Context: an optimization exercise on an open-source flow, tuned for small area, a short achievable clock period and few clock cycles per item. The choices shown serve that exercise and are no tape-out recipe.
Where RTL was checked, it was by simulation tests only, not by an equivalence proof against the original.

## the previous run
==> flow/design.v (excerpt) <==
module fast_power (
    input             clk,
    input             rst,
    input             start,
    input      [31:0] base,
    input      [31:0] exponent,
    output     [31:0] result,
    output reg        done
);
  reg        busy;
  reg        r_one;    
  reg        op_r;     
  reg [31:0] e;        
  reg        b_s;
  reg  [7:0] b_e;
  reg        b_l;
  reg [22:0] b_f;
  reg        r_s;
  reg  [7:0] r_e;
  reg        r_l;
  reg [22:0] r_f;
  assign result = {r_s, r_e, r_f};
  wire b_den  = ~b_l & (|b_f);           
  wire r_den  = ~r_l & (|r_f);
  wire e_zero = ~(|e);
  wire e_last = ~(|e[31:1]);
  wire        x_s = op_r ? r_s : b_s;
  wire  [7:0] x_e = op_r ? r_e : b_e;
  wire        x_l = op_r ? r_l : b_l;
  wire [22:0] x_f = op_r ? r_f : b_f;
  wire [47:0] p;
  fpu_multiply mul (.x(x_f), .y(b_f), .p(p));
  wire        m_zero = ~(x_l & b_l);
  wire  [7:0] e_hi   = x_e + b_e + 8'd130;           
  wire  [7:0] e_lo   = x_e + b_e + 8'd129;
  wire  [7:0] m_e    = m_zero ? 8'd0 : (p[47] ? e_hi : e_lo);
  wire [22:0] m_f    = m_zero ? 23'd0 : (p[47] ? p[46:24] : p[45:23]);
  wire        m_s    = x_s ^ b_s;
  wire        m_l    = ~m_zero & (p[47] ? (|e_hi) : (|e_lo));
  wire cap      = ~busy & ~done;               
  wire do_bnorm = busy & b_den;
  wire do_rnorm = busy & ~b_den & op_r & r_den;
  ...
Size: ~2700 cells after synthesis, about 100 flip-flops, roughly 100 I/O pins.
==> module fast_power, before the edit <==
module fast_power (
    input             clk,
    input             rst,
    input             start,
    input      [31:0] base,
    input      [31:0] exponent,
    output     [31:0] result,
    output reg        done
);
  reg        busy;
  reg        r_one;    
  reg        op_r;     
  reg [31:0] e;        
  reg        b_s;
  reg  [7:0] b_e;
  reg        b_l;
  reg [22:0] b_f;
  reg        r_s;
  reg  [7:0] r_e;
  reg        r_l;
  reg [22:0] r_f;
  assign result = {r_s, r_e, r_f};
  wire b_den  = ~b_l & (|b_f);           
  wire r_den  = ~r_l & (|r_f);
  wire e_zero = ~(|e);
  wire e_last = ~(|e[31:1]);
  wire        x_s = op_r ? r_s : b_s;
  wire  [7:0] x_e = op_r ? r_e : b_e;
  wire        x_l = op_r ? r_l : b_l;
  wire [22:0] x_f = op_r ? r_f : b_f;
  wire [47:0] p;
  fpu_multiply mul (.x(x_f), .y(b_f), .p(p));
  wire        m_zero = ~(x_l & b_l);
  wire  [7:0] e_hi   = x_e + b_e + 8'd130;           
  wire  [7:0] e_lo   = x_e + b_e + 8'd129;
  wire  [7:0] m_e    = m_zero ? 8'd0 : (p[47] ? e_hi : e_lo);
  wire [22:0] m_f    = m_zero ? 23'd0 : (p[47] ? p[46:24] : p[45:23]);
  wire        m_s    = x_s ^ b_s;
  wire        m_l    = ~m_zero & (p[47] ? (|e_hi) : (|e_lo));
  wire cap      = ~busy & ~done;               
  wire do_bnorm = busy & b_den;
  wire do_rnorm = busy & ~b_den & op_r & r_den;
  wire do_rmul  = busy & ~b_den & op_r & ~r_den;
  wire do_step  = busy & ~b_den & ~op_r & ~e_zero;    
  wire do_copy  = do_step & e[0] & r_one;
  wire finish   = e_zero | ((do_rmul | do_step) & e_last);
  wire [32:0] b_v    = {b_s, b_e, b_l, b_f};
  wire [32:0] r_v    = {r_s, r_e, r_l, r_f};
  wire [32:0] m_v    = {m_s, m_e, m_l, m_f};
  wire [32:0] base_v = {base[31], base[30:23], |base[30:23], base[22:0]};
  wire [32:0] one_v  = {1'b0, 8'd127, 1'b1, 23'd0};
  wire [32:0] b_sh   = {b_s, b_e - 8'd1, b_f, 1'b0};
  wire [32:0] r_sh   = {r_s, r_e - 8'd1, r_f, 1'b0};
  wire b_hold = ~(cap | do_bnorm | do_step);
  wire r_hold = ~(cap | do_rnorm | do_rmul | do_copy);
  wire [32:0] b_n = ({33{cap}} & base_v) | ({33{do_bnorm}} & b_sh) |
                    ({33{do_step}} & m_v) | ({33{b_hold}} & b_v);
  wire [32:0] r_n = ({33{cap}} & one_v) | ({33{do_rnorm}} & r_sh) |
                    ({33{do_rmul}} & m_v) | ({33{do_copy}} & b_v) |
                    ({33{r_hold}} & r_v);
  wire        op_r_n  = cap ? 1'b0 :
                        do_rmul ? 1'b0 :
                        do_step ? (e[1] & ~(r_one & ~e[0])) : op_r;
  wire        r_one_n = cap | (r_one & ~do_copy);
  wire [31:0] e_n     = cap ? exponent : (do_step ? {1'b0, e[31:1]} : e);
  always @(posedge clk) begin
    {b_s, b_e, b_l, b_f} <= b_n;
    {r_s, r_e, r_l, r_f} <= r_n;
    e <= e_n;  op_r <= op_r_n;  r_one <= r_one_n;
  end
  always @(posedge clk) begin
    if (rst) begin
      busy <= 1'b0;
      done <= 1'b0;
    end else if (!busy) begin
      if (done) begin
        if (!start) done <= 1'b0;
      end else if (start) begin
        busy <= 1'b1;
      end
    end else if (!start) begin
      busy <= 1'b0;
    end else if (finish) begin
      busy <= 1'b0;
      done <= 1'b1;
    end
  end
endmodule
Settings: LEC_CHECK=0, ABC_AREA=1, CAP_MARGIN=60, CORE_MARGIN=2, CORE_UTILIZATION=40, SLEW_MARGIN=75; clock period 24.0 ns.
run.sh (not shown) runs the stock make flow with config.mk's settings and CLKGATE_MAP_FILE= SYNTH_SCRIPT=/design/flow/synth_recipe.tcl, a recipe that flattens the netlist after the stock synthesis.
Testbench counts of the previous run, summed over its fixed seeds: cycles 59,928, items 2,400.
### the previous run -> the current run
--- a/flow/design.v
+++ b/flow/design.v
@@ -1264,6 +1264,7 @@
   reg        busy;
   reg        r_one;    
   reg        op_r;     
+  reg        op_b;     
   reg [31:0] e;        
   reg        b_s;
   reg  [7:0] b_e;
@@ -1281,16 +1282,17 @@
   wire        x_s = op_r ? r_s : b_s;
   wire  [7:0] x_e = op_r ? r_e : b_e;
   wire        x_l = op_r ? r_l : b_l;
-  wire [22:0] x_f = op_r ? r_f : b_f;
+  wire [22:0] x_f = ({23{op_r}} & r_f) | ({23{op_b}} & b_f);
   wire [47:0] p;
   fpu_multiply mul (.x(x_f), .y(b_f), .p(p));
   wire        m_zero = ~(x_l & b_l);
   wire  [7:0] e_hi   = x_e + b_e + 8'd130;           
   wire  [7:0] e_lo   = x_e + b_e + 8'd129;
-  wire  [7:0] m_e    = m_zero ? 8'd0 : (p[47] ? e_hi : e_lo);
-  wire [22:0] m_f    = m_zero ? 23'd0 : (p[47] ? p[46:24] : p[45:23]);
+  wire        l_hi   = |e_hi;
+  wire        l_lo   = |e_lo;
   wire        m_s    = x_s ^ b_s;
-  wire        m_l    = ~m_zero & (p[47] ? (|e_hi) : (|e_lo));
+  wire [32:0] m_v    = p[47] ? {m_s, e_hi, l_hi, p[46:24]} : {m_s, e_lo, l_lo, p[45:23]};
+  wire [32:0] z_v    = {m_s, 32'd0};
   wire cap      = ~busy & ~done;               
   wire do_bnorm = busy & b_den;
   wire do_rnorm = busy & ~b_den & op_r & r_den;
@@ -1300,18 +1302,19 @@
   wire finish   = e_zero | ((do_rmul | do_step) & e_last);
   wire [32:0] b_v    = {b_s, b_e, b_l, b_f};
   wire [32:0] r_v    = {r_s, r_e, r_l, r_f};
-  wire [32:0] m_v    = {m_s, m_e, m_l, m_f};
   wire [32:0] base_v = {base[31], base[30:23], |base[30:23], base[22:0]};
   wire [32:0] one_v  = {1'b0, 8'd127, 1'b1, 23'd0};
   wire [32:0] b_sh   = {b_s, b_e - 8'd1, b_f, 1'b0};
   wire [32:0] r_sh   = {r_s, r_e - 8'd1, r_f, 1'b0};
   wire b_hold = ~(cap | do_bnorm | do_step);
   wire r_hold = ~(cap | do_rnorm | do_rmul | do_copy);
-  wire [32:0] b_n = ({33{cap}} & base_v) | ({33{do_bnorm}} & b_sh) |
-                    ({33{do_step}} & m_v) | ({33{b_hold}} & b_v);
-  wire [32:0] r_n = ({33{cap}} & one_v) | ({33{do_rnorm}} & r_sh) |
-                    ({33{do_rmul}} & m_v) | ({33{do_copy}} & b_v) |
-                    ({33{r_hold}} & r_v);
+  wire [32:0] b_alt = ({33{cap}} & base_v) | ({33{do_bnorm}} & b_sh) |
+                      ({33{do_step}} & z_v) | ({33{b_hold}} & b_v);
+  wire [32:0] r_alt = ({33{cap}} & one_v) | ({33{do_rnorm}} & r_sh) |
+                      ({33{do_rmul}} & z_v) | ({33{do_copy}} & b_v) |
+                      ({33{r_hold}} & r_v);
+  wire [32:0] b_n = (do_step & ~m_zero) ? m_v : b_alt;
+  wire [32:0] r_n = (do_rmul & ~m_zero) ? m_v : r_alt;
   wire        op_r_n  = cap ? 1'b0 :
                         do_rmul ? 1'b0 :
                         do_step ? (e[1] & ~(r_one & ~e[0])) : op_r;
@@ -1320,7 +1323,7 @@
   always @(posedge clk) begin
     {b_s, b_e, b_l, b_f} <= b_n;
     {r_s, r_e, r_l, r_f} <= r_n;
-    e <= e_n;  op_r <= op_r_n;  r_one <= r_one_n;
+    e <= e_n;  op_r <= op_r_n;  op_b <= ~op_r_n;  r_one <= r_one_n;
   end
   always @(posedge clk) begin
     if (rst) begin
[summary]
Highest metal layer with signal wires: met5 -> the previous run, met4 -> the current run
Start point of the critical path = op_r: the previous run; start point of the critical path = b_f[13]: the current run
In summary, the current run completed successfully, with a layout that passed the timing, DRC and antenna checks.
Per the comparison of the current run with the previous run, average instance area after synthesis has remained practically unchanged; register area has remained practically unchanged; worst hold-check slack has decreased.
Cell count delta for the current run relative to the previous run: 1.1% higher
No functional check of the RTL was part of the current run.

what the ideal ports hide:
No port has a modelled driver above. Below, the same layouts with a new extraction and two added sets of constraints.
Step 1, drivers: a clkbuf_16 drives clk and a buf_2 each remaining input, both assumed.
Step 2 moves the port delays by t, midway between the first and last clock arrival at a register: inputs arrive t later, outputs are due t later. That takes back most of the time a late clock gives input paths.
a / b / c = ideal ports / drivers / drivers and shift; a / b = the first two.
run | shift t [ns] | setup slack, ns | worst data-port slew with drivers (ns) | cell pins on the clock port's net
the previous run | 0.404 | 16.659 / 16.659 / 16.659 | 0.07 | 1
the current run | 0.398 | 16.567 / 16.567 / 16.567 | 0.05 | 1
After both steps setup and hold are still met in every run listed.
